This design comes from an exercise in tuning for small area, a short achievable clock period and few clock cycles on the open sky130 flow, not from production work. The RTL was checked by simulation tests, not by an equivalence proof against the original design. Power figures rest on the tool's default switching activity, not on a simulated workload.

===== config.mk =====
export PLATFORM = sky130hd
export DESIGN_NAME = brainfuck
export DESIGN_NICKNAME = brainfuck
export VERILOG_FILES = /design/flow/design.v
export SDC_FILE = /design/flow/constraint.sdc
export NUM_CORES = 4
export LEC_CHECK = 0
export CAP_MARGIN = 20
export CELL_PAD_IN_SITES_DETAIL_PLACEMENT = 1
export CORE_MARGIN = 2
export CORE_UTILIZATION = 40
export PLACE_DENSITY = 0.5
export SLEW_MARGIN = 40

===== constraint.sdc =====
create_clock -name core_clock -period 10.0 [get_ports {clk}]
set_input_delay 2.0000 -clock core_clock [delete_from_list [all_inputs] [get_ports {clk}]]
set_output_delay 2.0000 -clock core_clock [all_outputs]
set_load 0.01 [all_outputs]

===== design.v =====
module brainfuck(
  input clk,
  input rst,
  output [10:0] code_addr,
  input  [7:0]  code_data,
  output        out_valid,
  output [7:0]  out_data,
  input         out_ready,
  input         in_valid,
  input  [7:0]  in_data,
  output        in_ready,
  output        halted
);
localparam W = 4;    
localparam [3:0] OFF_MAX = W;
localparam [3:0] OFF_MIN = -W;
reg [10:0] pc;         
reg [10:0] pc_e;       
reg        v_e;        
reg        e_plus, e_minus, e_left, e_right, e_dot, e_comma, e_open, e_close, e_end;
reg        pred_e;     
reg        e_fsk;      
reg        skip;       
reg [3:0]  depth;      
reg        f1;         
reg        clrp;       
reg        halt_r;
reg        ov;
reg [7:0]  od;
reg        rst_q;      
reg        inr;        
reg        sel_r, sel_l, sel_a;
reg        rec_ok;
reg [3:0]  roff;                
reg [7:0]  dl [0:2*W];          
reg        rep;                 
reg [7:0]  nrem;                
localparam SD = 8;
reg [10:0] stk_n [0:SD-1];
reg [3:0]  vcnt;       
reg        bscan;      
localparam CB = 2, CN = 1 << CB;
reg [10-CB:0] ctag [0:CN-1];
reg [10:0]    ctgt [0:CN-1];
reg [CN-1:0]  cval;
reg [CB-1:0]  sidx;
localparam RM = 256 - 2*W - 1;
reg [7:0]  c0;
reg [7:0]  cr [1:W];
reg [7:0]  cl [1:W];
reg [7:0]  rg [0:RM-1];
reg        rq;         
reg        par;        
reg        shl, shr;   
wire d_plus  = code_data == 8'h2B;
wire d_minus = code_data == 8'h2D;
wire d_right = code_data == 8'h3E;
wire d_left  = code_data == 8'h3C;
wire d_dot   = code_data == 8'h2E;
wire d_comma = code_data == 8'h2C;
wire d_open  = code_data == 8'h5B;
wire d_close = code_data == 8'h5D;
wire d_end   = code_data == 8'hFF;
wire nz = |c0;
wire ex = v_e & ~skip & ~bscan & ~halt_r;
wire bs = v_e & bscan;
wire v0 = vcnt != 4'd0;
wire v1 = vcnt[3:1] != 3'd0;
wire sk = v_e & skip;
wire [10:0] stk0 = ~stk_n[0];
wire [10:0] stk1 = ~stk_n[1];
wire hit = cval[pc_e[CB-1:0]] && ctag[pc_e[CB-1:0]] == pc_e[10:CB];
wire out_busy  = ov & ~out_ready;
wire stall     = ex & ((e_dot & out_busy) | (e_comma & ~in_valid) | (e_end & out_busy));
wire halt_now  = ex & e_end & ~out_busy;
wire unit_up    = dl[W] == 8'd1;
wire unit_dn    = dl[W] == 8'hFF;
wire simple     = rec_ok & roff == 4'd0 & (unit_up | unit_dn);
wire push       = ex & e_open & ~e_fsk & nz;
wire enter_skip = ex & e_open & ~e_fsk & ~nz & ~hit;
wire hit_jump   = ex & e_open & ~e_fsk & ~nz & hit;
wire c_clr      = ex & e_close & clrp;
wire c_fall     = ex & e_close & ~clrp & ~nz;
wire c_rep      = ex & e_close & ~clrp & nz & simple;
wire c_taken    = ex & e_close & ~clrp & nz & ~simple;
wire pop        = c_clr | c_fall | c_rep;
wire redir_top  = c_taken & ~pred_e & v0;
wire bs_start   = c_taken & ~pred_e & ~v0;
wire bs_found   = bs & e_open & depth == 4'd0;
wire redir_seq  = ((c_clr | c_fall) & pred_e) | c_rep;
wire redirect   = hit_jump | redir_top | redir_seq | bs_start | bs_found;
wire [10:0] pc_e1 = pc_e + 11'd1;
wire [10:0] rtarget = hit_jump ? ctgt[pc_e[CB-1:0]] : redir_top ? stk0 :
                      bs_start ? pc_e - 11'd1 : pc_e1;
wire apply   = sel_a;
wire rep_end = rep & nrem[7:1] == 7'd0;
wire dot_go  = ex & e_dot & ~out_busy;
wire in_take = inr & in_valid;
wire mv_r    = sel_r;
wire mv_l    = sel_l;
wire pred_ok   = ~skip & ~enter_skip & ~rep & ~bscan & ~(ex & (e_plus | e_minus) & f1);
wire [7:0] c0_add = (ex & e_plus) ? 8'd1 :
                    (ex & e_minus) ? 8'hFF :
                    dl[W];
wire [7:0] c0_sum = c0 + c0_add;
wire nz_next   = rst_q ? 1'b0 :
                 mv_r ? |cr[1] :
                 mv_l ? |cl[1] :
                 (ex & e_plus) ? ~&c0 :
                 (ex & e_minus) ? c0 != 8'd1 :
                 in_take ? |in_data :
                 c_clr ? 1'b0 : nz;
wire hit_f     = cval[pc[CB-1:0]] && ctag[pc[CB-1:0]] == pc[10:CB];
wire top_ok    = push | (pop ? v1 : v0);
wire pred      = d_close & pred_ok & nz_next & top_ok;
wire fjump     = d_open & pred_ok & hit_f & ~nz_next;
wire [10:0] top_after = push ? pc : pop ? stk1 : stk0;
wire frozen    = halt_r | halt_now;
wire adv       = ~stall & ~redirect & ~frozen & (~rep | rep_end);
wire skip_exit  = sk & e_close & depth == 4'd0;
wire skip_next  = enter_skip | (skip & ~skip_exit);
wire noex_next  = skip_next | bs_start | (bscan & ~bs_found);
wire mvr_next   = adv & d_right & ~noex_next;
wire mvl_next   = adv & d_left & ~noex_next;
wire apply_next = c_rep ? c0[0] : (rep & ~rep_end & nrem[1]);
wire q_new = rst ? 1'b0 : ((shl | shr) & ~mv_r & ~mv_l) ? ~rq : rq;
always @(posedge clk) begin
  rq  <= q_new;
  par <= (shl | shr) ? ~par : 1'b1;
  shl <= ~rst & (mvr_next | (~mvl_next & q_new));
  shr <= ~rst & (mvl_next | (~mvr_next & ~q_new));
  sel_r  <= ~rst & mvr_next;
  sel_l  <= ~rst & mvl_next;
  sel_a  <= ~rst & apply_next;
  if (rst | redirect) inr <= 1'b0;
  else if (adv) inr <= d_comma & ~noex_next;
end
always @(posedge clk) begin
  rst_q <= rst;
  if (rst) begin
    pc <= 11'd0;
    v_e <= 1'b0;
    pred_e <= 1'b0;
    skip <= 1'b0;
    depth <= 4'd0;
    f1 <= 1'b0;
    clrp <= 1'b0;
    halt_r <= 1'b0;
    ov <= 1'b0;
    rep <= 1'b0;
    rec_ok <= 1'b0;
    cval <= {CN{1'b0}};
    vcnt <= 4'd0;
    bscan <= 1'b0;
  end else begin
    if (redirect) begin
      pc <= rtarget;
      v_e <= 1'b0;
    end else if (adv) begin
      pc <= pred ? top_after : fjump ? ctgt[pc[CB-1:0]] : bscan ? pc - 11'd1 : pc + 11'd1;
      e_fsk <= fjump;
      pc_e <= pc;
      v_e <= 1'b1;
      pred_e <= pred;
      e_plus <= d_plus;   e_minus <= d_minus;
      e_left <= d_left;   e_right <= d_right;
      e_dot <= d_dot;     e_comma <= d_comma;
      e_open <= d_open;   e_close <= d_close;
      e_end <= d_end;
    end
    if (ex & ~stall) begin
      f1 <= push;
      clrp <= (e_plus | e_minus) & f1;
    end
    if (push) begin
      rec_ok <= 1'b1;
      roff <= 4'd0;
    end else if (ex & rec_ok) begin
      if (e_dot | e_comma | e_open | e_close) rec_ok <= 1'b0;
      if (e_right) begin
        if (roff == OFF_MAX) rec_ok <= 1'b0;
        else roff <= roff + 4'd1;
      end
      if (e_left) begin
        if (roff == OFF_MIN) rec_ok <= 1'b0;
        else roff <= roff - 4'd1;
      end
    end
    if (c_rep) begin
      rep <= 1'b1;
      nrem <= unit_dn ? c0 : 8'd0 - c0;
    end else if (rep) begin
      nrem <= nrem >> 1;
      if (rep_end) rep <= 1'b0;
    end
    if (enter_skip) begin
      skip <= 1'b1;
      depth <= 4'd0;
      sidx <= pc_e[CB-1:0];
      ctag[pc_e[CB-1:0]] <= pc_e[10:CB];
      cval[pc_e[CB-1:0]] <= 1'b0;
    end else if (sk) begin
      if (e_open) depth <= depth + 4'd1;
      else if (e_close) begin
        if (depth == 4'd0) begin
          skip <= 1'b0;
          ctgt[sidx] <= pc;
          cval[sidx] <= 1'b1;
        end else depth <= depth - 4'd1;
      end
    end
    if (bs_start) begin
      bscan <= 1'b1;
      depth <= 4'd0;
    end else if (bs) begin
      if (e_close) depth <= depth + 4'd1;
      else if (e_open) begin
        if (depth == 4'd0) bscan <= 1'b0;
        else depth <= depth - 4'd1;
      end
    end
    if (s_push) begin
      if (vcnt != SD) vcnt <= vcnt + 4'd1;
    end else if (s_pop) begin
      if (v0) vcnt <= vcnt - 4'd1;
    end
    if (halt_now) halt_r <= 1'b1;
    if (dot_go) begin
      ov <= 1'b1;
      od <= c0;
    end else if (out_ready) ov <= 1'b0;
  end
end
genvar j;
generate for (j = 0; j <= 2*W; j = j + 1) begin : rd
  localparam [3:0] OFF = j - W;
  wire here = roff == OFF;
  always @(posedge clk) begin
    if (push) dl[j] <= 8'd0;
    else if (rep) dl[j] <= dl[j] << 1;
    else if (ex & rec_ok & here & e_plus) dl[j] <= dl[j] + 8'd1;
    else if (ex & rec_ok & here & e_minus) dl[j] <= dl[j] - 8'd1;
  end
end endgenerate
wire s_push = push | bs_found;
wire s_pop  = pop;
wire s_hold = ~s_push & ~s_pop;
wire [10:0] push_val = bscan ? pc_e1 : pc;
always @(posedge clk) begin
  stk_n[0] <= ~(({11{s_hold}} & ~stk_n[0]) | ({11{s_push}} & push_val) | ({11{s_pop}} & ~stk_n[1]));
end
genvar q;
generate for (q = 1; q < SD; q = q + 1) begin : sk_e
  wire [10:0] below;
  if (q == SD - 1) begin : b0
    assign below = 11'd0;
  end else begin : bk
    assign below = ~stk_n[q + 1];
  end
  always @(posedge clk)
    stk_n[q] <= ~(({11{s_hold}} & ~stk_n[q]) | ({11{s_push}} & ~stk_n[q - 1]) | ({11{s_pop}} & below));
end endgenerate
wire [7:0] pm  = {8{par}};
wire [7:0] p5  = (rq ? rg[2] : rg[1]) ^ pm;    
wire [7:0] m5  = (rq ? rg[1] : rg[0]) ^ pm;    
always @(posedge clk) begin
  if (rst_q) c0 <= 8'd0;
  else if (mv_r) c0 <= cr[1];
  else if (mv_l) c0 <= cl[1];
  else if ((ex & (e_plus | e_minus)) | apply) c0 <= c0_sum;
  else if (in_take) c0 <= in_data;
  else if (c_clr) c0 <= 8'd0;
end
genvar n;
generate for (n = 1; n <= W; n = n + 1) begin : win
  wire [7:0] r_in = (n == W) ? p5 : cr[(n == W) ? n : n + 1];
  wire [7:0] r_lf = (n == 1) ? c0 : cr[(n == 1) ? n : n - 1];
  wire [7:0] l_in = (n == W) ? m5 : cl[(n == W) ? n : n + 1];
  wire [7:0] l_rt = (n == 1) ? c0 : cl[(n == 1) ? n : n - 1];
  always @(posedge clk) begin
    if (rst_q) begin
      cr[n] <= 8'd0;
      cl[n] <= 8'd0;
    end else if (mv_r) begin
      cr[n] <= r_in;
      cl[n] <= l_rt;
    end else if (mv_l) begin
      cr[n] <= r_lf;
      cl[n] <= l_in;
    end else if (apply) begin
      cr[n] <= cr[n] + dl[W + n];
      cl[n] <= cl[n] + dl[W - n];
    end
  end
end endgenerate
wire [7:0] r_l = {8{shl}};
wire [7:0] r_r = {8{shr}};
wire [7:0] to_m5 = cl[W] ^ ~pm;
wire [7:0] to_p5 = cr[W] ^ ~pm;
generate for (n = 0; n < RM; n = n + 1) begin : ring
  wire [7:0] nr = rg[(n + 1) % RM];
  wire [7:0] nl = rg[(n + RM - 1) % RM];
  if (n == 0) begin : j0
    always @(posedge clk)
      if (mv_r & ~rq) rg[n] <= to_m5;
      else rg[n] <= ~((r_l & nr) | (r_r & nl));
  end else if (n == 1) begin : j1
    always @(posedge clk)
      if (mv_r & rq) rg[n] <= to_m5;
      else if (mv_l & ~rq) rg[n] <= to_p5;
      else rg[n] <= ~((r_l & nr) | (r_r & nl));
  end else if (n == 2) begin : j2
    always @(posedge clk)
      if (mv_l & rq) rg[n] <= to_p5;
      else rg[n] <= ~((r_l & nr) | (r_r & nl));
  end else begin : jn
    always @(posedge clk)
      rg[n] <= ~((r_l & nr) | (r_r & nl));
  end
end endgenerate
assign code_addr = pc;
assign out_valid = ov;
assign out_data  = od;
assign in_ready  = inr;
assign halted    = halt_r;
endmodule

===== flow/run.sh =====
#!/bin/bash
set -euo pipefail
bash standard.sh \
  "BUFFER_PORTS_ARGS=-buffer_cell sky130_fd_sc_hd__buf_4" \
  "SETUP_SLACK_MARGIN=6.4" \
  finish > standard_flow.log 2>&1

===== standard.sh =====
#!/bin/bash
# synth_recipe.tcl (not shown) runs the flow's synth.tcl, then flattens the netlist and writes it again
# the make line also repeats each setting of config.mk as NAME=value (left out here)
make -C /OpenROAD-flow-scripts/flow DESIGN_CONFIG=/design/flow/config.mk WORK_HOME=/design/flow/orfs CLKGATE_MAP_FILE= SYNTH_SCRIPT=/design/flow/synth_recipe.tcl "${@:-finish}"

==> results.py, run 1 <==
metrics = {
    "synth": {
        "synthCells": 7314,
        "yosysMostFrequentCell": "dfxtp_1",
        "synth_cell_types": 91,
        "synth.top_cells.by_area": "dfxtp_1 55%, a22oi_1 18%, edfxtp_1 4.5%, clkbuf_1 2.6%, ha_1 2.1%",
        "async_reset_ff_share_pct": 0,
        "yosysWarnings": 6,
        "synth_area_um2": 81400,
        "synth_nets": 7492,
        "ys.flop_type": "dfxtp_1",
        "synth_common_cells": "2254 x dfxtp_1, 1986 x a22oi_1, 555 x clkbuf_1",
        "postSynthAreaPerCell_um2": 11.1,
        "yosys_register_bits": 2376,
        "synth_top_area_cell": "dfxtp_1",
        "synth_edf_count": 122,
        "ys_seq_area_share_pct": 60.0,
        "synth_top_cell_area_share_pct": 55.5,
    },
    "critical_path": {
        "endpoint_kind": "register",
        "critPathRequiredTime_ns": 10.75,
        "r2r_setup_slack_ns": 6.50,
        "crit_path_start_kind": "input port",
        "critical_path_class": "input port to register",
        "worstPathArrival_ns": 4.38,
        "r2r-end": "pc[3]$_SDFFE_PP0P_",
        "reg2reg_from": "dl[4][2]$_SDFFE_PP0P_",
        "cp_max_fo": 4,
        "reg2reg_depth": 9,
    },
    "final_layout": {
        "nNetsFinal": 7258,
        "stdcell_count": 9961,
        "drive_above_1_share_pct": 9.87,
        "area_growth_syn_to_layout_pct": 14.3,
    },
    "die": {
        "fp-row-count": 165,
        "core_area_um2": 202000,
        "dieArea_um2": 207000,
        "die_h_um": 455,
        "die_w_um": 455,
        "io_pins": 42,
        "initial_core_util_pct": 40.3,
    },
    "global_routing": {
        "antenna_found_initial": 2,
        "grt_usage_pct": 17.0,
        "busiest_layer": "met2",
        "use_met1_pct": 23.1,
        "grt_start_max_net_pins": 238,
        "grt_use_met2_pct": 27.5,
        "overflow": 0,
        "use_met3_pct": 2.88,
        "grt_pass1_vias": 57201,
        "grt_pass1_wl_mm": 298,
    },
    "clock_network": {
        "ctsHoldBuffers": 0,
        "cts_tree": "done",
        "root_buffer": "clkbuf_16",
        "cts_made_buffers": 240,
        "clk_latency_ns": 0.88,
        "cts_max_path_buffers": 3,
        "clk_pin_slew_ns": 0.07,
        "htree_levels": 4,
        "clock-sinks": 2376,
    },
    "timing": {
        "slew_headroom_pct": 45.1,
        "post-route-period-util_pct": 36.3,
        "rsz0062_at_grt": "false",
        "drv_slew": 0,
        "finClkSkew_ns": 0.0552,
        "fin_hold_ws_ns": 0.404,
        "tns_ns": 0,
        "period_needed_ns": 3.63,
        "hold_viol_final": 0,
        "tightest_slew_ns": 0.821,
        "timing.fmax_ghz": 0.275,
        "setup_viol": 0,
    },
    "flow_run": {
        "drv_cap": 0,
    },
    "pwr": {
        "p_leak_nw": 36.3,
        "power_density_nw_per_um2": 369,
        "ir_worst_vdd_mv": 0.204,
    },
    "routing": {
        "ant_nets": 0,
        "wirelength_mm": 181,
        "vias_per_cell": 5.61,
        "vias": 55930,
        "drt_iter0_markers": 3796,
        "drc": 0,
        "wire_per_inst_um": 18.2,
        "first_pass_iters": 6,
    },
    "worst_hold_path": {
        "hold_class": "register to register",
        "min_to": "rg[15][6]$_DFF_P_",
        "hold_path.startpoint": "rg[14][6]$_DFF_P_",
        "holdPathStages": 1,
    },
    "placement": {
        "io_buffer_count": 41,
        "hpwl_mm": 109,
        "placed_cells": 9471,
        "gp_congestion": 0.853,
    },
    "status": {
        "status": "complete, no violations",
    },
}
-- power breakdown --
part	leakage, nW	switching (W)	internal [W]	total, W
clock network	4.06	0.00380	0.00535	0.00915
logic	12.2	0.00443	0.00380	0.00824
registers	20.1	0.00286	0.0141	0.0170
-- per-layer routing --
| layer | vias up | share of wire (%) |
|---|---|---|
| met3 | 317 | 3.2 |
| li1 | 27070 | - |
| met1 | 27903 | 48 |
| met4 | 0 | 2.6 |
| met5 | - | 0 |
| met2 | 640 | 46 |
-- kinds of logic after synthesis --
family          synth area share (%)
fa+ha+maj                       2.61
mux                             2.19
simple gates                    5.12
compound gates                  24.5
xor+xnor                        2.19
flops                           60.0
buf+inv                         3.43
-- final cells by class --
cell class                 count  area, um2
fill                       20995     109000
clock inverter                87       1190
inverter                      98        373
multi-input combinational   4212      30300
antenna                        1       2.50
timing repair buffer         152       1810
sequential                  2376      48900
tap                         2672       3340
clock buffer                 363       7130
-- cell usage in the layout (no fill, tap or decap), types with 33 or more instances in the layout --
master	n
dfxtp_1	2233
clkinv_2	40
clkbuf_8	64
edfxtp_1	122
buf_4	96
nor3_1	38
o211ai_1	67
nand2_1	238
a21o_1	39
inv_1	91
nand3_1	37
nor2_1	441
o22ai_1	85
clkbuf_16	242
clkbuf_1	58
a22oi_1	1986
a21oi_1	258
o21ai_0	105
o21bai_1	40
xor2_1	81
xnor2_1	122
mux4_2	33
ha_1	138
mux2i_1	95
-- repair_timing --
action                                  4_1_cts  5_1_grt
gates cloned                                  1        2
pin swaps                                     6       25
endpoints found under the setup margin      173      194
resized for setup                            79       61
setup buffers                                10       22
-- critical path, stage by stage --
cell,delay [ns]
buf_4,0.12
or4_4,0.52
o21ai_4,0.22
o311ai_4,0.15
o211ai_1,0.21
buf_4,0.17
o41ai_4,0.08
buf_6,0.18
or4_4,0.49
a21o_1,0.18
o2111ai_1,0.07
-- flip-flops by register name (all words and copies together) (netlist names), 32 cells and up, named ones only --
name / cells
ctgt: 44
ctag: 36
dl: 72
cl: 32
cr: 32
rg: 1976
stk_n: 88
-- worst max-delay path by stage --
| stage | cells after the start | slack (ns) | startpoint | endpoint |
|---|---|---|---|---|
| after global placement | 9 | 5.07 | in_valid | pc[10]$_SDFFE_PP0P_ |
| after global routing | 15 | 6.36 | bscan$_SDFFE_PP0P_ | dl[5][7]$_SDFFE_PP0P_ |
| after CTS | 15 | 6.30 | bscan$_SDFFE_PP0P_ | dl[3][7]$_SDFFE_PP0P_ |
| after floorplan | 9 | 5.90 | code_data[7] | pc[6]$_SDFFE_PP0P_ |
| after detailed placement | 10 | 5.03 | in_data[0] | pc[8]$_SDFFE_PP0P_ |
| final | 11 | 6.37 | in_data[1] | pc[2]$_SDFFE_PP0P_ |
-- metrics by stage --
| stage | setup WS [ns] | cell area [um2] | utilization, % | power (W) |
|---|---|---|---|---|
| detailed placement | 5.03 | 83700 | 41.4 | 0.0252 |
| global placement | 5.07 | 83300 | 41.2 | 0.0245 |
| global route | 6.36 | 93000 | 46.0 | 0.0367 |
| floorplan | 5.90 | 81500 | - | 0.0227 |
| finish | 6.37 | 93000 | 46.0 | 0.0343 |
| CTS | 6.30 | 92400 | 45.7 | 0.0347 |
Testbench counts, summed over its fixed seeds: cycles 316,232.
==> run 2, diff against run 1 <==
--- a/design.v
+++ b/design.v
@@ -233,2 +233,12 @@
 end
+wire [2*W:0] here;
+reg  [7:0]   dl_cur;
+integer m;
+always @* begin
+  dl_cur = 8'd0;
+  for (m = 0; m <= 2*W; m = m + 1)
+    dl_cur = dl_cur | ({8{here[m]}} & dl[m]);
+end
+wire [7:0] dl_upd = dl_cur + {{7{e_minus}}, 1'b1};
+wire       rec_w  = ex & rec_ok & (e_plus | e_minus);
 genvar j;
@@ -236,3 +246,3 @@
   localparam [3:0] OFF = j - W;
-  wire here = roff == OFF;
+  assign here[j] = roff == OFF;
   always @(posedge clk) begin
@@ -240,4 +250,3 @@
     else if (rep) dl[j] <= dl[j] << 1;
-    else if (ex & rec_ok & here & e_plus) dl[j] <= dl[j] + 8'd1;
-    else if (ex & rec_ok & here & e_minus) dl[j] <= dl[j] - 8'd1;
+    else if (rec_w & here[j]) dl[j] <= dl_upd;
   end
--- a/config.mk
+++ b/config.mk
@@ -11,2 +11,4 @@
 export CORE_UTILIZATION = 40
+export CTS_CLUSTER_DIAMETER = 80
+export CTS_CLUSTER_SIZE = 24
 export PLACE_DENSITY = 0.5
==> run 2 against run 1 <==
Against the previous run:
- flip-flop and latch count is the same
- core utilization fell by 2.3 points
- critical path depth fell by 1
- sequential power hardly changed
- clock skew shrank 0.026 ns
- design area is 6.4% lower
- area after synthesis fell by 1.7%
==> results.py, run 2 <==
metrics = {
    "status": {
        "status": "complete, no violations",
    },
    "critical_path": {
        "cp.buffers_inverters": 3,
        "endpoint_kind": "register",
        "worstPathArrival_ns": 4.53,
        "cp_max_fo": 5,
        "r2r_setup_slack_ns": 6.24,
        "cp_top_family": "compound AO/OA/AOI/OAI gates",
        "crit_path_start_kind": "input port",
        "timing.critical_path.slowest_cell_delay_ns": 0.50,
        "path_cells": "buf_8 > nor4_4 > nand2_2 > a221o_1 > a221o_2 > a2111oi_4 > buf_4 > buf_6 > mux2i_2 > a211oi_2",
        "r2r-end": "pc[1]$_SDFFE_PP0P_",
        "cp_slowest_cell": "a2111oi_4",
        "reg2reg_depth": 11,
        "critical_path_class": "input port to register",
        "reg2reg_from": "c0[1]$_SDFFE_PP0P_",
        "critPathLaunch": "in_data[6]",
        "critPathRequiredTime_ns": 10.67,
    },
    "global_routing": {
        "grt_start_max_net_pins": 220,
        "grt_pass1_vias": 55819,
        "grt_usage_pct": 17.5,
        "antenna_found_initial": 1,
        "grt_pass1_wl_mm": 300,
        "overflow": 0,
    },
    "timing": {
        "hold_viol_final": 0,
        "setup_viol": 0,
        "finClkSkew_ns": 0.0290,
        "timing.fmax_ghz": 0.259,
        "period_needed_ns": 3.87,
        "tightest_slew_ns": 0.867,
        "drv_slew": 0,
        "rsz0062_at_grt": "true",
        "slew_headroom_pct": 41.9,
        "post-route-period-util_pct": 38.7,
        "tns_ns": 0,
    },
    "worst_hold_path": {
        "hold_path.startpoint": "rg[144][5]$_DFF_P_",
        "holdPathStages": 1,
        "hold_class": "register to register",
        "min_to": "rg[145][5]$_DFF_P_",
    },
    "synth": {
        "yosysMostFrequentCell": "dfxtp_1",
        "synth_top_area_cell": "dfxtp_1",
        "synthCells": 7138,
        "synth_area_um2": 79900,
        "synth.top_cells.by_area": "dfxtp_1 56%, a22oi_1 19%, edfxtp_1 4.6%, clkbuf_1 2.8%, nor2_1 1.9%",
        "ys_seq_area_share_pct": 61.0,
        "yosys_register_bits": 2376,
        "async_reset_ff_share_pct": 0,
        "yosysWarnings": 6,
        "postSynthAreaPerCell_um2": 11.2,
        "synth_common_cells": "2254 x dfxtp_1, 1986 x a22oi_1, 592 x clkbuf_1",
        "synth_cell_types": 81,
        "synth_edf_count": 122,
        "synth_nets": 7264,
        "ys.flop_type": "dfxtp_1",
        "synth_top_cell_area_share_pct": 56.4,
    },
    "clock_network": {
        "root_buffer": "clkbuf_16",
        "cts_made_buffers": 130,
        "htree_levels": 4,
        "clk_pin_slew_ns": 0.09,
        "cts_max_path_buffers": 3,
        "ctsHoldBuffers": 0,
        "clk_latency_ns": 0.79,
        "clock-sinks": 2376,
        "cts_tree": "done",
    },
    "pwr": {
        "p_leak_nw": 32.7,
        "combPwrFrac_pct": 23.8,
        "total_power_w": 0.0297,
        "p_int_w": 0.0199,
        "ir_worst_vdd_mv": 0.195,
        "p_sw_share_pct": 33.1,
        "pwr-share-seq_pct": 56.8,
        "power_density_nw_per_um2": 341,
        "clkPwrFrac_pct": 19.4,
        "p_sw_w": 0.00983,
    },
    "final_layout": {
        "area_growth_syn_to_layout_pct": 8.90,
        "fin_area_um2": 87100,
        "top_regs": "rg (1976), stk_n (88), dl (72)",
        "mostFrequentLayoutCells": "2234 x dfxtp_1, 1986 x a22oi_1, 407 x nor2_1, 261 x nand2_1, 221 x a21oi_1",
        "nNetsFinal": 6920,
        "drive_above_1_share_pct": 7.66,
        "top_register": "rg",
        "fin_util_pct": 43.7,
        "antenna_cells": 0,
        "largest_reg_flops": 1976,
        "final_common_cell": "dfxtp_1",
    },
    "die": {
        "fp-row-count": 164,
        "dieArea_um2": 203000,
        "die_w_um": 451,
        "initial_core_util_pct": 40.1,
        "io_pins": 42,
        "core_area_um2": 199000,
        "die_h_um": 451,
    },
    "routing": {
        "wire_per_inst_um": 19.4,
        "ant_nets": 0,
        "drt_iter0_markers": 3918,
        "first_pass_iters": 6,
        "wirelength_mm": 184,
        "vias": 55097,
        "drc": 0,
        "vias_per_cell": 5.80,
    },
    "placement": {
        "gp_congestion": 0.873,
        "io_buffer_count": 41,
        "place_area_um2": 82100,
        "hpwl_mm": 116,
    },
    "flow_run": {
        "drv_cap": 0,
    },
}
==> run 2: cell types whose count changed after synthesis, moves of 25 or more <==
cell      delta
a21oi_1     -53
ha_1        -45
xnor2_1     -45
nor2_1      -39
clkbuf_1    +37
o21bai_1    -37
mux2i_1     -28
xor2_1      -26
nor3_1      +25
==> run 2: kinds of logic (layout without fill, tap and decap cells) <==
kind of cell | Yosys count | count (layout) | synth area share (%)
AOI/OAI and AO/OA | 2705 | 2705 | 24.6
xor gates and xnor gates | 132 | 132 | 1.45
adders and majority gates | 106 | 106 | 1.77
buffers and inverters | 719 | 431 | 3.40
DFF | 2376 | 2376 | 61.0
muxes | 131 | 131 | 2.29
and+or+nand+nor | 969 | 970 | 5.46
==> run 2: area by class of cell <==
type / count / area, um2
clock buffers: 147 / 3470
fillers: 20999 / 112000
repair buffers: 151 / 1560
flip-flops and latches: 2376 / 48800
clock inverters: 42 / 528
inverters: 91 / 345
multi-input cells: 4044 / 29000
well taps: 2656 / 3320
==> run 2: per-stage QoR <==
stage / setup WS, ns / std cells / hold slack [ns]
after detailed placement: 4.88 / 9279 / 0.425
final: 6.13 / 9507 / 0.421
after CTS: 6.30 / 9490 / 0.419
after floorplan: 5.78 / 7138 / 0.415
after global routing: 6.11 / 9507 / 0.438
after global placement: 4.78 / 9272 / 0.420
==> run 2: worst max path at each step <==
stage,end,slack (ns),depth (start not counted)
after floorplan,pc[6]$_SDFFE_PP0P_,5.78,10
after global placement,pc[5]$_SDFFE_PP0P_,4.78,9
after detailed placement,pc[2]$_SDFFE_PP0P_,4.88,10
after CTS,pc[2]$_SDFFE_PP0P_,6.30,10
after global routing,pc[2]$_SDFFE_PP0P_,6.11,10
final,pc[1]$_SDFFE_PP0P_,6.13,10
==> run 2: per-layer routing <==
| layer | vias to the layer above | share of wire (%) | global-route usage (%) |
|---|---|---|---|
| li1 | 26303 | - | - |
| met1 | 27804 | 47 | 23.9 |
| met2 | 739 | 47 | 28.7 |
| met3 | 251 | 3.4 | 2.65 |
| met4 | 0 | 2.3 | 5.06 |
| met5 | - | 0 | 0 |
==> run 2: repair_timing <==
action	4_1_cts	5_1_grt
gates resized for setup	95	34
endpoints found under the setup margin	116	151
setup buffers	21	12
pin swaps	18	21
cloned	1	0
==> run 2: power groups by stage <==
stage / registers [W] / logic, W / clock network, W
floorplan: 0.0159 / 0.00581 / 0
global placement: 0.0170 / 0.00656 / 0
detailed placement: 0.0171 / 0.00699 / 0
CTS: 0.0169 / 0.00709 / 0.00604
global route: 0.0174 / 0.00801 / 0.00638
finish: 0.0169 / 0.00706 / 0.00577
Testbench counts of run 2, summed over its fixed seeds: cycles 316,232.
==> run 3, diff against run 2 <==
--- a/design.v
+++ b/design.v
@@ -31,3 +31,3 @@
 reg        inr;        
-reg        sel_r, sel_l, sel_a;
+reg        sel_r, sel_l, sel_a, sel_hw;
 reg        rec_ok;
@@ -64,3 +64,4 @@
 wire nz = |c0;
-wire ex = v_e & ~skip & ~bscan & ~halt_r;
+reg  x_e;
+wire ex = x_e;
 wire bs = v_e & bscan;
@@ -134,2 +135,3 @@
   sel_a  <= ~rst & apply_next;
+  sel_hw <= ~rst & ~mvr_next & ~mvl_next & ~apply_next;
   if (rst | redirect) inr <= 1'b0;
@@ -154,2 +156,3 @@
     bscan <= 1'b0;
+    x_e <= 1'b0;
   end else begin
@@ -158,3 +161,5 @@
       v_e <= 1'b0;
+      x_e <= 1'b0;
     end else if (adv) begin
+      x_e <= ~noex_next;
       pc <= pred ? top_after : fjump ? ctgt[pc[CB-1:0]] : bscan ? pc - 11'd1 : pc + 11'd1;
@@ -226,3 +231,6 @@
     end
-    if (halt_now) halt_r <= 1'b1;
+    if (halt_now) begin
+      halt_r <= 1'b1;
+      x_e <= 1'b0;
+    end
     if (dot_go) begin
@@ -288,16 +296,7 @@
   wire [7:0] l_rt = (n == 1) ? c0 : cl[(n == 1) ? n : n - 1];
+  wire [7:0] r_sum = cr[n] + dl[W + n];
+  wire [7:0] l_sum = cl[n] + dl[W - n];
   always @(posedge clk) begin
-    if (rst_q) begin
-      cr[n] <= 8'd0;
-      cl[n] <= 8'd0;
-    end else if (mv_r) begin
-      cr[n] <= r_in;
-      cl[n] <= l_rt;
-    end else if (mv_l) begin
-      cr[n] <= r_lf;
-      cl[n] <= l_in;
-    end else if (apply) begin
-      cr[n] <= cr[n] + dl[W + n];
-      cl[n] <= cl[n] + dl[W - n];
-    end
+    cr[n] <= ({8{sel_r}} & r_in) | ({8{sel_l}} & r_lf) | ({8{sel_a}} & r_sum) | ({8{sel_hw}} & cr[n]);
+    cl[n] <= ({8{sel_r}} & l_rt) | ({8{sel_l}} & l_in) | ({8{sel_a}} & l_sum) | ({8{sel_hw}} & cl[n]);
   end
==> flow/run.sh (replaced) <==
#!/bin/bash
set -euo pipefail
bash standard.sh \
  "BUFFER_PORTS_ARGS=-buffer_cell sky130_fd_sc_hd__buf_4" \
  "SETUP_SLACK_MARGIN=6.5" \
  finish > standard_flow.log 2>&1
==> run 3 against run 2 <==
Against the previous run:
- power down 0.15%
- maximum frequency up 8.8%
- clock power up 3%
- critical endpoint is now pc[7]$_SDFFE_PP0P_
- sequential power about the same
- non-clock buffer count up 47
- critical path depth down 1
- flip-flop and latch count up 2
- highest routed layer unchanged
==> results.py, run 3 <==
metrics = {
    "placement": {
        "io_buffer_count": 41,
        "hpwl_mm": 119,
        "placed_cells": 9097,
        "gp_congestion": 0.859,
    },
    "critical_path": {
        "critical_path_class": "input port to register",
        "endpoint_kind": "register",
        "timing.critical_path.slowest_cell_delay_ns": 0.50,
        "reg2reg_from": "roff[1]$_SDFFCE_PP0P_",
        "cp_max_fo": 3,
        "crit_path_start_kind": "input port",
        "cp_slowest_cell": "or4_4",
        "cp.buffers_inverters": 1,
        "cp_top_family": "compound AO/OA/AOI/OAI gates",
        "path_cells": "buf_8 > nor4_4 > a21oi_2 > or4_4 > a311oi_4 > nand4_1 > o31a_1 > a2111o_1 > a31oi_1",
        "worstPathArrival_ns": 4.28,
        "critPathRequiredTime_ns": 10.72,
        "critPathLaunch": "in_data[0]",
    },
    "timing": {
        "hold_viol_final": 0,
        "rsz0062_at_grt": "true",
        "drv_slew": 0,
        "slew_headroom_pct": 40.4,
        "period_needed_ns": 3.56,
        "tns_ns": 0,
        "timing.fmax_ghz": 0.281,
        "setup_viol": 0,
        "post-route-period-util_pct": 35.6,
        "tightest_slew_ns": 0.893,
        "finClkSkew_ns": 0.0304,
    },
    "clock_network": {
        "root_buffer": "clkbuf_16",
        "clk_pin_slew_ns": 0.09,
        "clock-sinks": 2378,
        "cts_made_buffers": 132,
        "cts_max_path_buffers": 3,
        "clk_latency_ns": 0.81,
        "ctsHoldBuffers": 0,
        "htree_levels": 4,
        "cts_tree": "done",
    },
    "final_layout": {
        "register_area_um2": 48900,
        "area_growth_syn_to_layout_pct": 10.5,
        "nNetsFinal": 6805,
        "largest_reg_flops": 1976,
        "multi_input_comb_area_um2": 28400,
        "final_common_cell": "dfxtp_1",
        "drive_above_1_share_pct": 8.76,
        "top_regs": "rg (1976), stk_n (88), dl (72)",
        "fillCellCount": 20464,
        "stdcell_count": 9378,
        "top_register": "rg",
        "mostFrequentLayoutCells": "2236 x dfxtp_1, 1992 x a22oi_1, 365 x nor2_1, 220 x a21oi_1, 219 x nand2_1",
    },
    "synth": {
        "synth_nets": 7077,
        "ys_seq_area_share_pct": 61.8,
        "ys.flop_type": "dfxtp_1",
        "async_reset_ff_share_pct": 0,
        "postSynthAreaPerCell_um2": 11.4,
        "synth_area_um2": 78900,
        "synth_top_cell_area_share_pct": 57.2,
        "synth.top_cells.by_area": "dfxtp_1 57%, a22oi_1 19%, edfxtp_1 4.6%, clkbuf_1 2.7%, nor2_1 1.8%",
        "synth_cell_types": 92,
        "synth_common_cells": "2256 x dfxtp_1, 1994 x a22oi_1, 566 x clkbuf_1",
        "yosys_register_bits": 2378,
        "synth_top_area_cell": "dfxtp_1",
        "synthCells": 6951,
        "yosysWarnings": 6,
        "synth_edf_count": 122,
        "yosysMostFrequentCell": "dfxtp_1",
    },
    "pwr": {
        "power_density_nw_per_um2": 340,
        "p_leak_nw": 33.2,
        "ir_worst_vdd_mv": 0.214,
    },
    "global_routing": {
        "grt_start_max_net_pins": 231,
        "antenna_found_initial": 2,
        "grt_pass1_wl_mm": 303,
        "overflow": 0,
        "grt_usage_pct": 18.3,
        "grt_pass1_vias": 54124,
    },
    "die": {
        "fp-row-count": 163,
        "initial_core_util_pct": 40.1,
        "die_h_um": 448,
        "dieArea_um2": 201000,
        "die_w_um": 448,
        "core_area_um2": 197000,
        "io_pins": 42,
    },
    "worst_hold_path": {
        "hold_path.startpoint": "rg[4][5]$_DFF_P_",
        "hold_class": "register to register",
    },
    "routing": {
        "vias_per_cell": 5.78,
        "vias": 54159,
        "wirelength_mm": 190,
        "wire_per_inst_um": 20.3,
        "drt_iter0_markers": 4661,
        "drc": 0,
        "first_pass_iters": 6,
        "ant_nets": 0,
    },
    "flow_run": {
        "drv_cap": 0,
    },
    "status": {
        "status": "complete, no violations",
    },
}
## run 3: cell types whose count changed in the layout (fill, tap and decap cells not counted), sizes merged, moves of 41 or more
cell | before | now
a222oi | 6 | 55
o21ai | 100 | 146
buf | 148 | 193
mux2i | 67 | 22
nand2 | 264 | 223
nor2 | 412 | 371
## run 3: final timing paths
check                           to  slack [ns]  cells past startpoint
max             pc[7]$_SDFFE_PP0P_        6.44                      9
min               rg[5][5]$_DFF_P_        0.43                      1
max reg2reg  dl[7][5]$_SDFFE_PP0P_        6.46                     17
min reg2reg       rg[5][5]$_DFF_P_        0.43                      1
## run 3: kinds of logic after synthesis
group | synth area share, %
buffers and inverters | 3.23
flip-flops | 61.8
XOR/XNOR | 1.65
multiplexers | 1.51
adder cells (fa/ha/maj) | 1.79
AO/OA/AOI/OAI | 25.2
AND/OR/NAND/NOR | 4.80
## run 3: repair_timing
action	4_1_cts	5_1_grt
gates cloned	2	3
pin swaps	9	50
setup endpoints to repair	293	142
gates resized for setup	92	114
setup buffers	31	48
## run 3: metrics by stage
stage | area (um2) | setup slack (ns) | hold slack [ns] | util [%] | total power [W]
floorplan | 79100 | 6.02 | 0.403 | - | 0.0214
global placement | 81100 | 5.42 | 0.425 | 41.2 | 0.0233
detailed placement | 81400 | 5.30 | 0.426 | 41.4 | 0.0238
CTS | 86200 | 6.32 | 0.424 | 43.8 | 0.0300
global route | 87300 | 6.34 | 0.441 | 44.3 | 0.0317
finish | 87300 | 6.44 | 0.429 | 44.3 | 0.0297
## run 3: power breakdown
group | internal (W) | total [W] | switching, W
logic | 0.00325 | 0.00698 | 0.00373
registers | 0.0140 | 0.0168 | 0.00279
clock network | 0.00276 | 0.00593 | 0.00317
## run 3: per-layer routing
metal / global-route usage [%] / up-vias / part of all wire (%)
li1: - / 25926 / -
met1: 25.3 / 27381 / 47
met2: 30.3 / 640 / 47
met3: 2.47 / 212 / 3.3
met4: 4.65 / 0 / 2.1
met5: 0 / - / 0
## run 3: area by class of cell
| type | instances | share of cell area [%] |
|---|---|---|
| Timing Repair Buffer | 198 | 2.60 |
| Timing Repair inverter | 1 | 0.00860 |
| Multi-Input combinational cell | 3900 | 32.5 |
| Sequential cell | 2378 | 56.0 |
| Tap cell | 2640 | 3.79 |
| Clock inverter | 42 | 0.720 |
| Clock buffer | 150 | 4.04 |
| Inverter | 68 | 0.324 |
| Antenna cell | 1 | 0.00287 |
Testbench counts of run 3, summed over its fixed seeds: cycles 316,232.
==> run 4, diff against run 3 <==
--- a/design.v
+++ b/design.v
@@ -101,3 +101,3 @@
 wire mv_l    = sel_l;
-wire pred_ok   = ~skip & ~enter_skip & ~rep & ~bscan & ~(ex & (e_plus | e_minus) & f1);
+wire pred_ok   = ~skip & ~enter_skip & ~rep & ~bscan & ~inr & ~(ex & (e_plus | e_minus) & f1);
 wire [7:0] c0_add = (ex & e_plus) ? 8'd1 :
@@ -111,3 +111,2 @@
                  (ex & e_minus) ? c0 != 8'd1 :
-                 in_take ? |in_data :
                  c_clr ? 1'b0 : nz;
==> run 4 against run 3 <==
Against the previous run:
- sequential share of layout area is 0.25 points higher
- sequential power hardly changed
- routed wire length is 3.7% lower
- still clean
- die area hardly changed
- area after synthesis hardly changed
- register-to-register slack better by 0.02 ns
- clock skew is 0.0029 ns lower
- count of clock-buffer cells in the layout is 1 higher
- core utilization is 0.19 points lower
==> results.py, run 4 <==
metrics = {
    "status": {
        "status": "complete, no violations",
    },
    "synth": {
        "ys.flop_type": "dfxtp_1",
        "synth_area_um2": 79000,
        "synth_edf_count": 122,
        "synth.top_cells.by_area": "dfxtp_1 57%, a22oi_1 19%, edfxtp_1 4.6%, clkbuf_1 2.7%, nor2_1 1.8%",
        "synth_common_cells": "2256 x dfxtp_1, 2005 x a22oi_1, 561 x clkbuf_1",
        "synthCells": 6983,
        "yosys_register_bits": 2378,
        "ys_seq_area_share_pct": 61.8,
        "yosysMostFrequentCell": "dfxtp_1",
        "postSynthAreaPerCell_um2": 11.3,
        "async_reset_ff_share_pct": 0,
        "synth_cell_types": 84,
        "synth_nets": 7109,
        "synth_top_cell_area_share_pct": 57.2,
        "synth_top_area_cell": "dfxtp_1",
        "yosysWarnings": 6,
    },
    "worst_hold_path": {
        "hold_path.startpoint": "rg[240][5]$_DFF_P_",
        "hold_class": "register to register",
        "min_to": "rg[241][5]$_DFF_P_",
        "holdPathStages": 1,
    },
    "timing": {
        "post-route-period-util_pct": 35.2,
        "period_needed_ns": 3.52,
        "timing.fmax_ghz": 0.284,
        "setup_viol": 0,
        "finClkSkew_ns": 0.0275,
        "finalWorstSetupSlack_ns": 6.48,
        "tightest_slew_ns": 0.882,
        "hold_viol_final": 0,
        "drv_slew": 0,
        "rsz0062_at_grt": "true",
        "fin_hold_ws_ns": 0.423,
        "slew_headroom_pct": 41.2,
        "tns_ns": 0,
    },
    "clock_network": {
        "clk_pin_slew_ns": 0.09,
        "cts_made_buffers": 131,
        "cts_max_path_buffers": 3,
        "clock-sinks": 2378,
        "cts_tree": "done",
        "root_buffer": "clkbuf_16",
        "htree_levels": 4,
        "ctsHoldBuffers": 0,
        "clk_latency_ns": 0.81,
    },
    "final_layout": {
        "largest_reg_flops": 1976,
        "fin_area_um2": 86900,
        "register_area_um2": 48900,
        "final_common_cell": "dfxtp_1",
        "mostFrequentLayoutCells": "2232 x dfxtp_1, 2004 x a22oi_1, 370 x nor2_1, 293 x nand2_1, 194 x a21oi_1",
        "area_growth_syn_to_layout_pct": 10.1,
        "top_register": "rg",
        "top_regs": "rg (1976), stk_n (88), dl (72)",
        "fillCellCount": 20559,
        "nNetsFinal": 6828,
        "multi_input_comb_area_um2": 28300,
        "drive_above_1_share_pct": 8.75,
    },
    "critical_path": {
        "reg2reg_depth": 13,
        "critPathRequiredTime_ns": 10.75,
        "reg2reg_from": "c0[0]$_SDFFE_PP0P_",
        "r2r_setup_slack_ns": 6.48,
        "crit_path_start_kind": "register",
        "worstPathArrival_ns": 4.27,
        "cp_max_fo": 12,
        "r2r-end": "pc[3]$_SDFFE_PP0N_",
        "endpoint_kind": "register",
        "critical_path_class": "register to register",
    },
    "routing": {
        "ant_nets": 0,
        "m1WireLength_mm": 85.2,
        "top_layer": "met4",
        "wirelength_mm": 183,
        "wire_per_inst_um": 19.4,
        "dr_wl_met3_mm": 6.51,
        "drc": 0,
        "met2_length_mm": 85.9,
        "vias_per_cell": 5.75,
        "vias": 54087,
        "first_pass_iters": 8,
        "drt_iter0_markers": 4253,
    },
    "die": {
        "dieArea_um2": 201000,
        "initial_core_util_pct": 40.1,
        "core_area_um2": 197000,
        "die_h_um": 448,
        "io_pins": 42,
        "die_w_um": 448,
        "fp-row-count": 163,
    },
    "global_routing": {
        "grt_start_max_net_pins": 214,
        "grt_usage_pct": 17.8,
        "grt_pass1_wl_mm": 297,
        "antenna_found_initial": 1,
        "grt_pass1_vias": 54733,
        "overflow": 0,
    },
    "flow_run": {
        "drv_cap": 0,
    },
    "pwr": {
        "ir_worst_vdd_mv": 0.185,
        "p_leak_nw": 33.5,
        "power_density_nw_per_um2": 344,
    },
    "placement": {
        "place_area_um2": 81300,
        "hpwl_mm": 113,
        "io_buffer_count": 41,
        "dp_slack_ns": 5.25,
        "gp_congestion": 0.893,
    },
}
## run 4: cell types whose count changed after synthesis, sizes merged, moves of 13 or more
cell,change
mux2i,+23
o21ai,-36
nand2,+76
nand3,-14
a21oi,-18
nor2,+13
## run 4: logic make-up (layout without fill, tap and decap cells)
logic type,Yosys count,after routing,synth area share [%]
AO/OA/AOI/OAI,2672,2672,24.6
XOR/XNOR,153,153,1.70
adder cells (fa/ha/maj),106,106,1.79
buffers and inverters,673,457,3.23
flip-flops,2378,2378,61.8
multiplexers,89,89,1.74
other,0,1,0
AND/OR/NAND/NOR,912,913,5.09
## run 4: power by group
| group | leakage [nW] | switching [W] | internal [W] | total, W |
|---|---|---|---|---|
| combinational | 11.5 | 0.00381 | 0.00334 | 0.00714 |
| clock | 2.01 | 0.00316 | 0.00272 | 0.00587 |
| sequential | 20.1 | 0.00287 | 0.0140 | 0.0169 |
| total | 33.5 | 0.00983 | 0.0201 | 0.0299 |
## run 4: repair_timing
action | CTS | global route
gates resized for setup | 99 | 87
pin swaps | 19 | 61
endpoints found under the setup margin | 212 | 125
cloned | 3 | 1
buffers inserted | 47 | 35
## run 4: per-layer routing
| layer | GRT usage (%) | vias up |
|---|---|---|
| met2 | 29.1 | 739 |
| met1 | 24.1 | 27249 |
| met4 | 5.87 | 0 |
| li1 | - | 25856 |
| met5 | 0 | - |
| met3 | 2.55 | 243 |
## run 4: worst max-delay path by stage
stage | slack (ns) | depth (start not counted) | to | start
CTS | 6.44 | 1 | out_data[6] | od[6]$_DFFE_PP_
global route | 6.29 | 13 | pc[3]$_SDFFE_PP0N_ | c0[0]$_SDFFE_PP0P_
finish | 6.48 | 13 | pc[3]$_SDFFE_PP0N_ | c0[0]$_SDFFE_PP0P_
floorplan | 6.08 | 3 | ctgt[2][0]$_DFFE_PP_ | rst
detailed placement | 5.25 | 9 | pc[4]$_SDFFE_PP0N_ | register
global placement | 5.36 | 9 | pc[4]$_SDFFE_PP0N_ | register
## run 4: layout make-up
type	instances	area share, %
sequential	2378	56.3
timing repair buffer	197	2.37
timing repair inverter	1	0.0101
clock buffer	151	4.05
multi-input combinational	3933	32.5
inverter	60	0.289
antenna	1	0.00288
clock inverter	48	0.684
tap	2640	3.80
## run 4: stage by stage
step	power (W)	instances	util, %
2_1_floorplan	0.0216	6983	-
3_3_place_gp	0.0235	9114	41.2
3_5_place_dp	0.0240	9121	41.3
4_1_cts	0.0302	9370	43.8
5_1_grt	0.0320	9409	44.1
6_report	0.0299	9409	44.1
## run 4: critical path, stage by stage, from the launching register on
cell       delay (ns)
dfxtp_2          0.46
inv_1            0.11
ha_2             0.22
nor3b_4          0.18
buf_4            0.17
a21oi_2          0.28
nand3_2          0.22
nor3_4           0.32
buf_4            0.24
nor2_1           0.07
a2111oi_0        0.47
o211ai_1         0.26
a311oi_1         0.33
a211o_1          0.13
Testbench counts of run 4, summed over its fixed seeds: cycles 316,232.
==> run 5, diff against run 4 <==
--- a/config.mk
+++ b/config.mk
@@ -11,4 +11,4 @@
 export CORE_UTILIZATION = 40
-export CTS_CLUSTER_DIAMETER = 80
-export CTS_CLUSTER_SIZE = 24
+export CTS_CLUSTER_DIAMETER = 90
+export CTS_CLUSTER_SIZE = 28
 export PLACE_DENSITY = 0.5
==> run 5 against run 4 <==
Against the previous run:
- still clean on timing, DRC and antenna
- critical path depth rose by 4
- final cell count decreased by 0.40%
- worst hold slack better by 0.0065 ns
- routed wire length fell by 0.24%
- design area is 0.87% lower
- area after synthesis did not move
- count of clock-buffer cells in the layout fell by 29
- clock skew grew 0.0099 ns
==> results.py, run 5 <==
metrics = {
    "status": {
        "status": "complete, no violations",
    },
    "routing": {
        "vias_per_cell": 5.78,
        "wirelength_mm": 183,
        "first_pass_iters": 6,
        "wire_per_inst_um": 19.5,
        "vias": 54151,
        "drt_iter0_markers": 4291,
        "drc": 0,
        "ant_nets": 0,
    },
    "synth": {
        "synth_top_cell_area_share_pct": 57.2,
        "synth_common_cells": "2256 x dfxtp_1, 2005 x a22oi_1, 561 x clkbuf_1",
        "ys.flop_type": "dfxtp_1",
        "synth_area_um2": 79000,
        "synth_mux_area_share_pct": 1.74,
        "synth_top_family_by_area": "compound AO/OA/AOI/OAI gates",
        "ys_seq_area_share_pct": 61.8,
        "postSynthAreaPerCell_um2": 11.3,
        "synth-simple-area-share_pct": 5.09,
        "synth_fa_ha_area_share_pct": 1.79,
        "synth_nets": 7109,
        "synth.top_cells.by_area": "dfxtp_1 57%, a22oi_1 19%, edfxtp_1 4.6%, clkbuf_1 2.7%, nor2_1 1.8%",
        "async_reset_ff_share_pct": 0,
        "synth_top_area_cell": "dfxtp_1",
        "yosys_register_bits": 2378,
        "synth_xor_area_share_pct": 1.70,
        "synth-compound-area-share_pct": 24.6,
        "yosysWarnings": 6,
        "synth_cell_types": 84,
        "synth_edf_count": 122,
        "synthCells": 6983,
        "yosysMostFrequentCell": "dfxtp_1",
    },
    "critical_path": {
        "cp_slowest_cell": "edfxtp_1",
        "reg2reg_from": "roff[1]$_SDFFCE_PP0P_",
        "critPathLaunch": "roff[1]$_SDFFCE_PP0P_",
        "worstPathArrival_ns": 4.21,
        "critical_path_class": "register to register",
        "crit_path_start_kind": "register",
        "cp_max_fo": 9,
        "timing.critical_path.slowest_cell_delay_ns": 0.42,
        "path_cells": "inv_2 > ha_4 > and3_4 > a22o_1 > a221oi_2 > nand3_1 > a221o_1 > fa_2 > a21o_1 > a21oi_2 > o21bai_1 > a21oi_2 > xor2_4 > buf_12 > o21ai_1 > nand2_1 > a21oi_2",
        "endpoint_kind": "register",
        "critPathRequiredTime_ns": 10.70,
        "cpMostUsedCell": "a21oi_2",
    },
    "final_layout": {
        "nNetsFinal": 6800,
        "stdcell_count": 9371,
        "register_area_um2": 48900,
        "drive_above_1_share_pct": 7.85,
        "multi_input_comb_area_um2": 28200,
        "largest_reg_flops": 1976,
        "area_growth_syn_to_layout_pct": 9.09,
        "fillCellCount": 20591,
        "top_register": "rg",
        "top_regs": "rg (1976), stk_n (88), dl (72)",
        "fin_util_pct": 43.8,
        "final_common_cell": "dfxtp_1",
        "mostFrequentLayoutCells": "2235 x dfxtp_1, 2004 x a22oi_1, 377 x nor2_1, 293 x nand2_1, 202 x a21oi_1",
    },
    "clock_network": {
        "root_buffer": "clkbuf_16",
        "cts_made_buffers": 109,
        "clk_pin_slew_ns": 0.10,
        "ctsHoldBuffers": 0,
        "clk_latency_ns": 0.79,
        "cts_max_path_buffers": 3,
        "cts_tree": "done",
        "clock-sinks": 2378,
        "htree_levels": 3,
    },
    "global_routing": {
        "antenna_found_initial": 1,
        "grt_start_max_net_pins": 214,
        "grt_usage_pct": 17.6,
        "grt_pass1_vias": 54425,
        "grt_pass1_wl_mm": 295,
        "overflow": 0,
    },
    "pwr": {
        "p_sw_w": 0.00980,
        "pwr-share-seq_pct": 57.3,
        "combPwrFrac_pct": 24.3,
        "ir_worst_vdd_mv": 0.206,
        "power_density_nw_per_um2": 341,
        "p_int_w": 0.0196,
        "p_leak_nw": 33.2,
        "p_sw_share_pct": 33.3,
        "total_power_w": 0.0294,
        "clkPwrFrac_pct": 18.4,
    },
    "timing": {
        "drv_slew": 0,
        "period_needed_ns": 3.50,
        "tns_ns": 0,
        "tightest_slew_ns": 0.907,
        "setup_viol": 0,
        "finClkSkew_ns": 0.0374,
        "slew_headroom_pct": 39.5,
        "rsz0062_at_grt": "true",
        "timing.fmax_ghz": 0.285,
        "hold_viol_final": 0,
        "finalWorstSetupSlack_ns": 6.50,
        "post-route-period-util_pct": 35.0,
    },
    "die": {
        "core_area_um2": 197000,
        "die_h_um": 448,
        "dieArea_um2": 201000,
        "die_w_um": 448,
        "initial_core_util_pct": 40.1,
        "fp-row-count": 163,
        "io_pins": 42,
    },
    "flow_run": {
        "drv_cap": 0,
    },
    "placement": {
        "placed_cells": 9121,
        "dp_slack_ns": 5.25,
        "hpwl_mm": 113,
        "gp_congestion": 0.893,
        "io_buffer_count": 41,
    },
    "worst_hold_path": {
        "hold_class": "register to register",
        "hold_path.startpoint": "rg[141][2]$_DFF_P_",
    },
}
run 5: cell counts after synthesis:
No cell type changed its count.
run 5: repair_timing:
item / in CTS / in global routing
endpoints found under the setup margin: 207 / 151
buffers inserted: 47 / 24
pin swaps: 15 / 20
resized for setup: 92 / 48
cloned: 3 / 3
run 5: worst paths after layout:
kind / end / slack (ns) / depth (start not counted)
setup / recovery: dl[7][6]$_SDFFE_PP0P_ / 6.50 / 17
hold / removal: rg[142][2]$_DFF_P_ / 0.43 / 1
setup reg to reg: dl[7][6]$_SDFFE_PP0P_ / 6.50 / 17
hold reg to reg: rg[142][2]$_DFF_P_ / 0.43 / 1
run 5: cell type report:
cell class | instances | area share [%]
Multi-Input combinational cell | 3935 | 32.7
Inverter | 60 | 0.289
Clock buffer | 122 | 3.34
Timing Repair inverter | 1 | 0.0102
Tap cell | 2640 | 3.83
Sequential cell | 2378 | 56.7
Antenna cell | 1 | 0.00291
Clock inverter | 45 | 0.757
Timing Repair Buffer | 189 | 2.32
run 5: cell families after synthesis:
| family | after synthesis |
|---|---|
| multiplexers | 89 |
| flip-flops | 2378 |
| AND/OR/NAND/NOR | 912 |
| AO/OA/AOI/OAI | 2672 |
| XOR/XNOR | 153 |
| adder cells (fa/ha/maj) | 106 |
| buffers and inverters | 673 |
run 5: through the flow:
| stage | hold WS [ns] | area, um2 |
|---|---|---|
| after floorplan | 0.406 | 79100 |
| after global placement | 0.422 | 81100 |
| after detailed placement | 0.426 | 81300 |
| after CTS | 0.426 | 85600 |
| after global routing | 0.447 | 86100 |
| final | 0.429 | 86100 |
run 5: power groups by stage:
stage                     Combinational [W]  Clock, W  Sequential, W
after floorplan                     0.00578         0         0.0159
after global placement              0.00652         0         0.0170
after detailed placement            0.00692         0         0.0171
after CTS                           0.00712   0.00565         0.0169
after global routing                0.00809   0.00600         0.0174
final                               0.00715   0.00540         0.0169
run 5: routing by layer:
metal  vias up  GRT usage (%)  routed length, um
li1      25817              -                  -
met1     27362           24.0              84900
met2       714           29.1              85900
met3       258           2.40               6240
met4         0           5.38               5530
met5         -              0                  0
run 5: worst max-delay path: cells and delay by family (launching register included):
family,cells,cell delay (ns)
AO/OA/AOI/OAI,9,1.71
adder cells (fa/ha/maj),2,0.56
flip-flops,1,0.42
AND/OR/NAND/NOR,3,0.37
buffers and inverters,2,0.24
XOR/XNOR,1,0.11
==> run 6, diff against run 5 <==
--- a/config.mk
+++ b/config.mk
@@ -10,6 +10,6 @@
 export CORE_MARGIN = 2
-export CORE_UTILIZATION = 40
-export CTS_CLUSTER_DIAMETER = 90
-export CTS_CLUSTER_SIZE = 28
-export PLACE_DENSITY = 0.5
+export CORE_UTILIZATION = 50
+export CTS_CLUSTER_DIAMETER = 80
+export CTS_CLUSTER_SIZE = 24
+export PLACE_DENSITY = 0.65
 export SLEW_MARGIN = 40
==> run 6 against run 5 <==
Against the previous run:
- worst setup slack worse by 0.43 ns
- critical endpoint is now dl[2][4]$_SDFFE_PP0P_
- maximum frequency is 11% lower
- core utilization rose by 11 points
- still clean
==> results.py, run 6 <==
metrics = {
    "status": {
        "status": "complete, no violations",
    },
    "critical_path": {
        "critPathRequiredTime_ns": 10.67,
        "cp_top_family": "compound AO/OA/AOI/OAI gates",
        "critPathLaunch": "roff[1]$_SDFFCE_PP0P_",
        "path_cells": "inv_2 > ha_4 > and3_4 > a22o_1 > a221oi_2 > nand3_1 > a221o_1 > fa_2 > a21o_1 > a21oi_4 > buf_12 > xnor2_4 > buf_8 > nor2_4 > a21oi_2 > nor2_1 > a21oi_1 > nor2_1",
        "cpMostUsedCell": "nor2_1",
        "r2r-end": "dl[2][4]$_SDFFE_PP0P_",
        "cp_slowest_cell": "edfxtp_1",
        "crit_path_start_kind": "register",
        "endpoint_kind": "register",
        "r2r_setup_slack_ns": 6.07,
        "cp_max_fo": 6,
        "critical_path_class": "register to register",
        "reg2reg_from": "roff[1]$_SDFFCE_PP0P_",
        "cp.buffers_inverters": 3,
        "worstPathArrival_ns": 4.60,
        "timing.critical_path.slowest_cell_delay_ns": 0.46,
        "reg2reg_depth": 18,
    },
    "final_layout": {
        "nNetsFinal": 6790,
        "fin_area_um2": 85300,
        "largest_reg_flops": 1976,
        "area_growth_syn_to_layout_pct": 8.09,
        "top_register": "rg",
        "final_common_cell": "dfxtp_1",
        "mostFrequentLayoutCells": "2236 x dfxtp_1, 2005 x a22oi_1, 365 x nor2_1, 293 x nand2_1, 194 x a21oi_1",
        "drive_above_1_share_pct": 7.76,
        "top_regs": "rg (1976), stk_n (88), dl (72)",
        "antenna_cells": 0,
        "fin_util_pct": 54.5,
    },
    "clock_network": {
        "root_buffer": "clkbuf_16",
        "htree_levels": 3,
        "clk_latency_ns": 0.79,
        "cts_max_path_buffers": 3,
        "clock-sinks": 2378,
        "cts_made_buffers": 117,
        "cts_tree": "done",
        "clk_pin_slew_ns": 0.11,
    },
    "global_routing": {
        "grt_usage_pct": 21.6,
        "overflow": 0,
        "grt_pass1_wl_mm": 294,
        "antenna_found_initial": 2,
        "grt_start_max_net_pins": 204,
        "grt_pass1_vias": 55331,
    },
    "pwr": {
        "p_leak_nw": 33.1,
        "power_density_nw_per_um2": 344,
        "ir_worst_vdd_mv": 0.236,
        "total_power_w": 0.0294,
    },
    "routing": {
        "drc": 0,
        "drt_iter0_markers": 5491,
        "wire_per_inst_um": 20.9,
        "vias": 55063,
        "wirelength_mm": 184,
        "vias_per_cell": 6.29,
        "first_pass_iters": 8,
        "ant_nets": 0,
    },
    "worst_hold_path": {
        "holdPathStages": 1,
        "hold_path.startpoint": "rg[26][6]$_DFF_P_",
        "min_to": "rg[27][6]$_DFF_P_",
        "hold_class": "register to register",
    },
    "synth": {
        "synthCells": 6983,
        "ys_seq_area_share_pct": 61.8,
        "postSynthAreaPerCell_um2": 11.3,
        "ys.flop_type": "dfxtp_1",
        "yosys_register_bits": 2378,
        "synth_edf_count": 122,
        "synth_top_area_cell": "dfxtp_1",
        "synth.top_cells.by_area": "dfxtp_1 57%, a22oi_1 19%, edfxtp_1 4.6%, clkbuf_1 2.7%, nor2_1 1.8%",
        "synth_common_cells": "2256 x dfxtp_1, 2005 x a22oi_1, 561 x clkbuf_1",
        "yosysWarnings": 6,
        "synth_top_cell_area_share_pct": 57.2,
        "synth_area_um2": 79000,
        "synth_cell_types": 84,
        "synth_nets": 7109,
        "yosysMostFrequentCell": "dfxtp_1",
        "async_reset_ff_share_pct": 0,
    },
    "flow_run": {
        "drv_cap": 0,
    },
    "die": {
        "die_w_um": 401,
        "core_area_um2": 157000,
        "die_h_um": 401,
        "initial_core_util_pct": 50.4,
        "dieArea_um2": 161000,
        "fp-row-count": 145,
        "io_pins": 42,
    },
    "timing": {
        "drv_slew": 0,
        "tns_ns": 0,
        "hold_viol_final": 0,
        "post-route-period-util_pct": 39.3,
        "tightest_slew_ns": 0.888,
        "slew_headroom_pct": 40.3,
        "timing.fmax_ghz": 0.254,
        "finClkSkew_ns": 0.0656,
        "finalWorstSetupSlack_ns": 6.07,
        "rsz0062_at_grt": "true",
        "setup_viol": 0,
        "period_needed_ns": 3.93,
    },
    "placement": {
        "io_buffer_count": 41,
        "place_area_um2": 80600,
        "dp_slack_ns": 5.46,
        "gp_congestion": 0.920,
        "hpwl_mm": 112,
    },
}
run 6: repair_timing:
action	CTS	global route
hold buffers	0	0
gates cloned	2	2
gates resized for setup	115	61
endpoints found under the setup margin	226	148
pin swaps	49	46
setup buffers	34	22
run 6: through the flow:
| step | instances | hold WS [ns] |
|---|---|---|
| floorplan | 6983 | 0.406 |
| detailed placement | 8539 | 0.425 |
| CTS | 8733 | 0.396 |
| finish | 8761 | 0.413 |
| global placement | 8529 | 0.422 |
| global route | 8761 | 0.437 |
run 6: layer usage:
| layer | vias to the layer above | track usage (%) | routed length (um) | share of wire (%) |
|---|---|---|---|---|
| li1 | 25732 | - | - | - |
| met2 | 1328 | 36.4 | 88100 | 48 |
| met1 | 27645 | 29.0 | 80600 | 44 |
| met5 | - | 0 | 0 | 0 |
| met3 | 358 | 3.13 | 9930 | 5.4 |
| met4 | 0 | 5.59 | 4860 | 2.6 |
run 6: power breakdown:
part | leakage [nW] | internal (W) | switching (W) | total, W
clock network | 1.68 | 0.00227 | 0.00301 | 0.00528
logic | 11.3 | 0.00332 | 0.00387 | 0.00719
registers | 20.1 | 0.0140 | 0.00291 | 0.0169
run 6: how the worst max path moves through the flow:
stage                                 end  slack [ns]  cells after the start
floorplan            ctgt[2][0]$_DFFE_PP_        6.08                      3
global placement       pc[4]$_SDFFE_PP0N_        5.68                     10
detailed placement     pc[4]$_SDFFE_PP0N_        5.46                     10
CTS                 dl[7][4]$_SDFFE_PP0P_        6.38                     18
global route        dl[1][5]$_SDFFE_PP0P_        5.95                     18
finish              dl[2][4]$_SDFFE_PP0P_        6.07                     18
run 6: worst register-to-register path, stage by stage, from the launching register on:
cell and delay [ns]:
edfxtp_1 0.46, inv_2 0.10, ha_4 0.19, and3_4 0.21, a22o_1 0.24, a221oi_2 0.23
nand3_1 0.18, a221o_1 0.36, fa_2 0.38, a21o_1 0.20, a21oi_4 0.21, buf_12 0.14
xnor2_4 0.15, buf_8 0.20, nor2_4 0.04, a21oi_2 0.13, nor2_1 0.08, a21oi_1 0.23
nor2_1 0.07
run 6: cells by family (layout without fill, tap and decap cells):
kind of cell	after synthesis	count (layout)	synth area share (%)
xor+xnor	153	154	1.70
buf+inv	673	391	3.23
mux	89	89	1.74
fa+ha+maj	106	106	1.79
compound gates	2672	2672	24.6
simple gates	912	913	5.09
flops	2378	2378	61.8
run 6: area by class of cell:
cell class | count | area, um2
clock buffers | 132 | 3060
clock inverters | 26 | 390
fillers | 16058 | 71200
inverters | 60 | 235
multi-input cells | 3934 | 28300
flip-flops and latches | 2378 | 48900
well taps | 2058 | 2570
repair buffers | 173 | 1880

-- port drivers added, routing unchanged --
In the flow no input, the clock included, has a driving cell. The finished layouts below were timed again as built, in two steps.
Step 1 sets driving cells, clkbuf_16 on the clock port and buf_2 on the other inputs (assumed; they add their load-dependent delay and slew).
Step 2 moves the port delays by t, midway between the first and last clock arrival at a register: inputs arrive t later, outputs are due t later. That takes back most of the time a late clock gives input paths.
Three values: ideal, step 1, step 2; two values: the first two.
run | t (ns) | setup WS [ns] | worst setup path at the end | latest minus earliest clock arrival (ns)
run 1 | 0.934 | 6.365 / 6.401 / 5.492 | input to register | 0.057 / 0.056
run 2 | 0.871 | 6.132 / 6.177 / 5.306 | input to register | 0.043 / 0.044
run 3 | 0.871 | 6.444 / 6.457 / 5.611 | input to register | 0.032 / 0.032
run 4 | 0.875 | 6.478 / 6.468 / 5.786 | input to register | 0.035 / 0.035
run 5 | 0.849 | 6.495 / 6.482 / 5.770 | input to register | 0.051 / 0.051
run 6 | 0.832 | 6.065 / 6.065 / 5.774 | input to register | 0.069 / 0.069
After both steps setup and hold are still met in every run listed. For run 1, which loses most, drivers alone change the setup slack by +0.036 ns; drivers and shift together by -0.873 ns.
